From an optimization exercise on the open Yosys and OpenROAD flow, aimed at small area and a short achievable clock period; shortcuts taken in it are not production practice.
RTL that was checked went through simulation tests only; none was proved equivalent to the original.

Setup of run 1:
Design fir_3tap, start of the top module:
module fir_3tap (input clk,
                 input [7:0] Xin,
                 input [7:0] H0,
                 input [7:0] H1,
                 input [7:0] H2,
                 output reg [15:0] Yout);
Size: ~6400 um2 of cells after synthesis.
export LEC_CHECK = 0
export CAP_MARGIN = 20
export CORE_MARGIN = 2
export CORE_UTILIZATION = 55
export CTS_BUF_LIST = sky130_fd_sc_hd__clkbuf_8
export SLEW_MARGIN = 20
export SYNTH_HIERARCHICAL = 1
export SYNTH_MINIMUM_KEEP_SIZE = 0
export TNS_END_PERCENT = 0
create_clock -name core_clock -period 12.5 [get_ports {clk}]
standard.sh (not shown) runs the stock make flow with config.mk's settings and CLKGATE_MAP_FILE= SYNTH_SCRIPT=/design/flow/synth_recipe.tcl, a recipe that flattens the netlist after the stock synthesis.
==> flow/flow/run.sh <==
#!/bin/bash
# The standard layout (standard.sh), with two changes to how it is made:
# - ports are buffered with buf_1 instead of the default delay buffer;
# - repair_timing aims for 6.9 ns of setup slack instead of 0.
set -euo pipefail
export SETUP_SLACK_MARGIN=7.2
export SETUP_MOVE_SEQUENCE=unbuffer,sizeup,swap
export BUFFER_PORTS_ARGS="-buffer_cell sky130_fd_sc_hd__buf_1"
bash standard.sh > standard.log 2>&1
Run 1 finished all stages; the layout is clean.
## Diff of input files: run 2 against run 1
--- a/flow/flow/run.sh
+++ b/flow/flow/run.sh
@@ -6 +6 @@
-export SETUP_SLACK_MARGIN=7.2
+export SETUP_SLACK_MARGIN=7.6
Findings:
Run 2: no failed stages, no open violations at the end. Diff run 2..run 1 | signal arrival time at the worst endpoint | negligible. Delta (run 2 minus run 1): length of routed wiring on met1 about even, overall via count from detail_route held steady. Changes observed in run 2 relative to run 1: final cell count saw little to no change, cell area has remained practically unchanged, aggregate routed wire length barely changed. From run 1 to run 2, total routing usage reported by global routing did not move at all. Run 1 and run 2 ended up with nearly the same timing-limited maximum frequency. First-pass iteration count of the detailed router: run 2 vs run 1 identical.
### run 2 -> run 3
--- a/flow/flow/run.sh
+++ b/flow/flow/run.sh
@@ -6,2 +6 @@
-export SETUP_SLACK_MARGIN=7.6
-export SETUP_MOVE_SEQUENCE=unbuffer,sizeup,swap
+export SETUP_SLACK_MARGIN=6.9
Results
- Going from run 2 to run 3, core utilization of the finished layout shows an increase of 1.4 points, area occupied by registers shows an increase of about 1.2%.
- Looking at non-clock buffer count, run 3 sits 25 higher than run 2 does.
- After detailed routing, run 2 needs less wire than run 3.
- Diff run 2 -> run 3: final weighted congestion in routability-driven placement shows a reduction of 1.4%.
- Re core area: no difference whatsoever between run 2 and run 3.
- The higher final critical-path setup slack of run 2 and run 3 is in run 3.
> inputs changed (run 3 -> run 4)
- CORE_UTILIZATION: 55 -> 45
--- a/flow/flow/run.sh
+++ b/flow/flow/run.sh
@@ -2 +2 @@
-# The standard layout (standard.sh), with two changes to how it is made:
+# The standard layout (standard.sh), with three changes to how it is made:
@@ -4 +4,2 @@
-# - repair_timing aims for 6.9 ns of setup slack instead of 0.
+# - repair_timing aims for 6.9 ns of setup slack instead of 0;
+# - repair_timing fixes setup by resizing and pin swapping only (no new buffers).
@@ -6,0 +8 @@
+export SETUP_MOVE_SEQUENCE=unbuffer,sizeup,swap
==> comparison <==
| placer congestion estimate | lower: run 3 |. Compare run 3 and run 4 | utilization after layout lower: run 4. Compared with run 3, in run 4 number of cells on the critical path decreased by 1 relative to the old numbers; number of rows created at floorplan shows an increase of 4.
No functional check of the RTL was part of any run of this note.

Another version of the RTL of fir_3tap (not shown whole).
For scale: roughly 690 cells after synthesis, about 48 flip-flops, ~6500 µm² of cells after synthesis.
export LEC_CHECK = 0
export CAP_MARGIN = 20
export CORE_MARGIN = 2
export CORE_UTILIZATION = 65
export CTS_BUF_LIST = sky130_fd_sc_hd__clkbuf_8
export SLEW_MARGIN = 20
export SYNTH_HIERARCHICAL = 1
export SYNTH_MINIMUM_KEEP_SIZE = 0
export TNS_END_PERCENT = 0
create_clock -name core_clock -period 12.5 [get_ports {clk}]
==> flow/flow/run.sh <==
#!/bin/bash
# The standard layout (standard.sh), with two changes to how it is made:
# - ports are buffered with buf_1 instead of the default delay buffer;
# - repair_timing aims for 7.0 ns of setup slack instead of 0.
set -euo pipefail
export SETUP_SLACK_MARGIN=7.0
export BUFFER_PORTS_ARGS="-buffer_cell sky130_fd_sc_hd__buf_1"
bash standard.sh > standard.log 2>&1
Change:
--- a/flow/flow/run.sh
+++ b/flow/flow/run.sh
@@ -4 +4 @@
-# - repair_timing aims for 7.0 ns of setup slack instead of 0.
+# - repair_timing aims for 6.6 ns of setup slack instead of 0.
@@ -6 +6 @@
-export SETUP_SLACK_MARGIN=7.0
+export SETUP_SLACK_MARGIN=6.6
TNS_END_PERCENT = default   (was 0)
Effect: Setup slack loses 0.35 ns. Wire length decreases by 13%. Design area decreases by about 9%. Non-clock buffer count decreases by 25.
Change:
--- a/flow/flow/run.sh
+++ b/flow/flow/run.sh
@@ -4 +4 @@
-# - repair_timing aims for 6.6 ns of setup slack instead of 0.
+# - repair_timing aims for 7.0 ns of setup slack instead of 0.
@@ -6 +6 @@
-export SETUP_SLACK_MARGIN=6.6
+export SETUP_SLACK_MARGIN=7.0
What happened:
- The changed run passed the timing, design-rule and antenna checks
- cell area rose by about a fifth
- worst hold slack is better by 0.0055 ns
- routed wire length rose by a quarter to a third
- cell count rose by a few percent
- maximum frequency rose by a few percent
- sequential share of layout area fell by 1.8 points
Change:
--- a/flow/flow/run.sh
+++ b/flow/flow/run.sh
@@ -4 +4 @@
-# - repair_timing aims for 7.0 ns of setup slack instead of 0.
+# - repair_timing aims for 6.8 ns of setup slack instead of 0.
@@ -6 +6 @@
-export SETUP_SLACK_MARGIN=7.0
+export SETUP_SLACK_MARGIN=6.8
TNS_END_PERCENT = 20   (was default)
What happened: Core utilization shrinks by 8.1 points; fmax shrinks by 3.1%; sequential cell count does not change; global-route usage shrinks by 1.2 points; clock-buffer cell count shrinks by 2; cell area shrinks by 10%; die area stays the same.
Change:
--- a/flow/flow/run.sh
+++ b/flow/flow/run.sh
@@ -4 +4 @@
-# - repair_timing aims for 6.8 ns of setup slack instead of 0.
+# - repair_timing aims for 7.2 ns of setup slack instead of 0.
@@ -6 +6 @@
-export SETUP_SLACK_MARGIN=6.8
+export SETUP_SLACK_MARGIN=7.2
TNS_END_PERCENT = 0   (was 20)
Die area is unchanged.
Maximum frequency is higher by 2.8%.
Global-route usage climbs by 0.83 points.
Via count rises by 2.1%.
Setup slack gets better by 0.15 ns.
Final area climbs by 3.8%.
First-iteration DRC count grows by 27%.
Worst hold slack is better by 0.0045 ns.
Synthesized area is unchanged.
Cell count is higher by 0.59%.

## build 34
Another version of the RTL of fir_3tap (not shown whole).
For scale: ~640 cells after synthesis, roughly 48 flip-flops, about 49 I/O pins.
Settings: LEC_CHECK=0, CAP_MARGIN=20, CORE_MARGIN=2, CORE_UTILIZATION=40, SETUP_SLACK_MARGIN=5, SLEW_MARGIN=20, SYNTH_HIERARCHICAL=1, SYNTH_MINIMUM_KEEP_SIZE=0; clock period 12.5 ns.
run.sh (not shown) runs the stock make flow with config.mk's settings and CLKGATE_MAP_FILE= SYNTH_SCRIPT=/design/flow/synth_recipe.tcl, a recipe that flattens the netlist after the stock synthesis.
Stock flow here: none of the scripts above is used.
Relative to build 34, the following input files were edited for build 49:
Settings: removing SETUP_SLACK_MARGIN (formerly 5); changing CAP_MARGIN from 20 to 50; changing SLEW_MARGIN from 20 to 70.
==> run notes <==
- Build 49: final critical path time including I/O delays and setup 140 ps below build 34
- | half-perimeter wire length after placement | build 34 vs build 49 | ≈ equal |
- Build 49: worst hold slack higher than build 34
- Sort build 49 and build 34 by non-clock buffer count desc -> top: build 34
- Taking build 34 as the reference, in build 49 worst-margin pin slew saw a decrease; met3 routed wirelength -0.38%; wire length of the first global-routing pass has remained practically unchanged.
- The standard cell area after detailed placement was comparable across build 49 and build 34.
- ~same cell count in build 49 and build 34
- Build 49 vs build 34: worst setup slack after layout up
The inputs of build 88 differ from those of build 49 as listed below.
Settings: CAP_MARGIN: 50 -> 20; SLEW_MARGIN: 70 -> 20.
==> flow/flow/run.sh (new file) <==
#!/bin/bash
cp standard.sh standard_sh_copy.txt
cp config.mk config_mk_copy.txt
export SETUP_SLACK_MARGIN=6
bash standard.sh > standard.log 2>&1
==> flow/standard.sh (new file) <==
#!/bin/bash
# synth_recipe.tcl (not shown) runs the flow's synth.tcl, then flattens the netlist and writes it again
# the make line also repeats each setting of config.mk as NAME=value (left out here)
make -C /OpenROAD-flow-scripts/flow DESIGN_CONFIG=/design/flow/config.mk WORK_HOME=/design/flow/orfs CLKGATE_MAP_FILE= SYNTH_SCRIPT=/design/flow/synth_recipe.tcl "${@:-finish}"
removed: flow/run.sh
==> run notes <==
Of build 88 and build 49, it is build 88 that has the lower logic depth of the worst setup path including buffers. Via count for build 88: 1.7% up relative to build 49. Between build 49 and build 88, the insertion delay of the later-clocked pin in the worst-skew pair does not differ in any meaningful way.

== garnet ==
Another version of the RTL of fir_3tap (not shown whole).
For scale: ~720 cells after synthesis, about 48 flip-flops, ~49 I/O pins, about 0.0066 mm^2 of cells after synthesis.
clock: 12.5 ns
lec_check: 0
cap_margin: 20
core_margin: 2
core_utilization: 40
slew_margin: 20
synth_hierarchical: 1
synth_minimum_keep_size: 0
standard.sh (not shown) runs the stock make flow with config.mk's settings and CLKGATE_MAP_FILE= SYNTH_SCRIPT=/design/flow/synth_recipe.tcl, a recipe that flattens the netlist after the stock synthesis.
==> flow/flow/run.sh <==
#!/bin/bash
# The standard layout (standard.sh), with two changes to how it is made:
# - ports are buffered with buf_1 instead of the default delay buffer;
# - repair_timing aims for 5 ns of setup slack instead of 0.
set -euo pipefail
export SETUP_SLACK_MARGIN=5
export BUFFER_PORTS_ARGS="-buffer_cell sky130_fd_sc_hd__buf_1"
bash standard.sh > standard.log 2>&1
garnet has completed all stages; timing, DRC and antenna checks passed.
#### Input delta (onyx over garnet)
# garnet
export LEC_CHECK = 0
export CAP_MARGIN = 20
export CORE_MARGIN = 2
export CORE_UTILIZATION = 40
export SLEW_MARGIN = 20
export SYNTH_HIERARCHICAL = 1
export SYNTH_MINIMUM_KEEP_SIZE = 0
create_clock -name core_clock -period 12.5 [get_ports {clk}]
# onyx
export LEC_CHECK = 0
export CAP_MARGIN = 20
export CORE_MARGIN = 2
export CORE_UTILIZATION = 65
export SLEW_MARGIN = 20
export SYNTH_HIERARCHICAL = 1
export SYNTH_MINIMUM_KEEP_SIZE = 0
create_clock -name core_clock -period 12.5 [get_ports {clk}]
==> flow/flow/run.sh <==
#!/bin/bash
# The standard layout (standard.sh), with two changes to how it is made:
# - ports are buffered with buf_1 instead of the default delay buffer;
# - repair_timing aims for 6.8 ns of setup slack instead of 0.
set -euo pipefail
export SETUP_SLACK_MARGIN=6.8
export BUFFER_PORTS_ARGS="-buffer_cell sky130_fd_sc_hd__buf_1"
bash standard.sh > standard.log 2>&1
==> run notes <==
onyx closes out successfully: all stages finished, all timing, DRC and antenna checks passed.
Changes observed in onyx relative to garnet: area added between synthesis and finish grew by 1.5 points; met2 usage up 19 points.
Maximum operating frequency (higher): onyx
The final weighted congestion of routability-driven global placement in onyx sits about 8% above the value recorded for garnet.
NOTE cell area garnet->onyx increased slightly
Height of the die, onyx vs garnet: down by more than 10%
From garnet to onyx the numbers moved as follows: final-layout worst hold slack was more or less identical, wire length on met3 climbed 64%.
Fraction of cell area in non-clock buffers came out higher on onyx than on garnet.
> inputs changed (onyx -> willow)
# onyx
export LEC_CHECK = 0
export CAP_MARGIN = 20
export CORE_MARGIN = 2
export CORE_UTILIZATION = 65
export SLEW_MARGIN = 20
export SYNTH_HIERARCHICAL = 1
export SYNTH_MINIMUM_KEEP_SIZE = 0
create_clock -name core_clock -period 12.5 [get_ports {clk}]
# willow
export LEC_CHECK = 0
export CAP_MARGIN = 20
export CORE_MARGIN = 2
export CORE_UTILIZATION = 40
export SLEW_MARGIN = 20
export SYNTH_HIERARCHICAL = 1
export SYNTH_MINIMUM_KEEP_SIZE = 0
create_clock -name core_clock -period 12.5 [get_ports {clk}]
==> flow/flow/run.sh <==
#!/bin/bash
# The standard layout (standard.sh), with two changes to how it is made:
# - ports are buffered with buf_1 instead of the default delay buffer;
# - repair_timing aims for 6.3 ns of setup slack instead of 0.
set -euo pipefail
export SETUP_SLACK_MARGIN=6.3
export BUFFER_PORTS_ARGS="-buffer_cell sky130_fd_sc_hd__buf_1"
bash standard.sh > standard.log 2>&1
==> run notes <==
Average wire length per cell after detail routing, willow vs onyx: down by more than 10%. Measured against each other, willow and onyx differ in minimum clock period after layout, the higher figure coming from willow. willow: wire length of the first global-routing pass 550 um below onyx. Both conditions hold for willow: the flow ran to the end and the final layout passed the timing, design-rule and antenna checks.
Function was not checked in any run of this note: the RTL went through the layout flow alone.

[separate check: timing with driven ports]
Ports are ideal in the flow. The routed layouts listed here were re-timed in OpenROAD. Step 1, drivers: a clkbuf_16 drives clk and a buf_2 each remaining input, both assumed. Step 2 moves the port delays by t, midway between the first and last clock arrival at a register: inputs arrive t later, outputs are due t later. That takes back most of the time a late clock gives input paths. a / b / c = ideal / step 1 / step 2; a / b = the first two.
| run | shift t [ns] | slack for setup (ns) | worst hold slack (ns) | latest minus earliest clock arrival (ns) | worst register clock-pin slew, ns |
|---|---|---|---|---|---|
| run 1 | 0.362 | 6.974 / 6.974 / 6.637 | 0.524 / 0.524 / 0.524 | 0.016 / 0.016 | 0.12 / 0.12 |
| run 2 | 0.362 | 6.974 / 6.974 / 6.637 | 0.524 / 0.524 / 0.524 | 0.016 / 0.016 | 0.12 / 0.12 |
| run 3 | 0.367 | 6.987 / 6.992 / 6.625 | 0.530 / 0.530 / 0.530 | 0.009 / 0.009 | 0.11 / 0.11 |
| run 4 | 0.367 | 6.938 / 6.947 / 6.580 | 0.524 / 0.524 / 0.524 | 0.019 / 0.019 | 0.12 / 0.12 |
| the first run of note 2 | 0.336 | 7.089 / 7.084 / 6.748 | 0.453 / 0.453 / 0.453 | 0.012 / 0.012 | 0.10 / 0.10 |
| the second run of note 2 | 0.337 | 6.742 / 6.753 / 6.417 | 0.455 / 0.455 / 0.455 | 0.010 / 0.011 | 0.09 / 0.09 |
| the third run of note 2 | 0.339 | 7.078 / 7.054 / 6.715 | 0.460 / 0.460 / 0.460 | 0.009 / 0.009 | 0.10 / 0.10 |
| the fourth run of note 2 | 0.342 | 6.906 / 6.916 / 6.574 | 0.456 / 0.456 / 0.456 | 0.011 / 0.011 | 0.10 / 0.10 |
| the fifth run of note 2 | 0.337 | 7.057 / 7.068 / 6.731 | 0.460 / 0.460 / 0.460 | 0.005 / 0.005 | 0.09 / 0.09 |
| build 34 | 0.331 | 5.619 / 5.629 / 5.299 | 0.444 / 0.444 / 0.444 | 0.009 / 0.009 | 0.07 / 0.07 |
| build 49 | 0.327 | 5.764 / 5.763 / 5.437 | 0.453 / 0.453 / 0.453 | 0.007 / 0.007 | 0.07 / 0.07 |
| build 88 | 0.332 | 6.177 / 6.179 / 5.847 | 0.449 / 0.449 / 0.449 | 0.011 / 0.010 | 0.07 / 0.07 |
| garnet | 0.322 | 6.653 / 6.669 / 6.348 | 0.452 / 0.452 / 0.452 | 0.004 / 0.005 | 0.07 / 0.07 |
| onyx | 0.345 | 6.957 / 6.971 / 6.626 | 0.453 / 0.453 / 0.453 | 0.007 / 0.008 | 0.09 / 0.09 |
| willow | 0.322 | 6.653 / 6.669 / 6.348 | 0.452 / 0.452 / 0.452 | 0.004 / 0.005 | 0.07 / 0.07 |
After both steps every run listed still meets setup and hold. For the third run of note 2, which loses most, drivers alone change the setup slack by -0.024 ns; drivers and shift together by -0.363 ns.
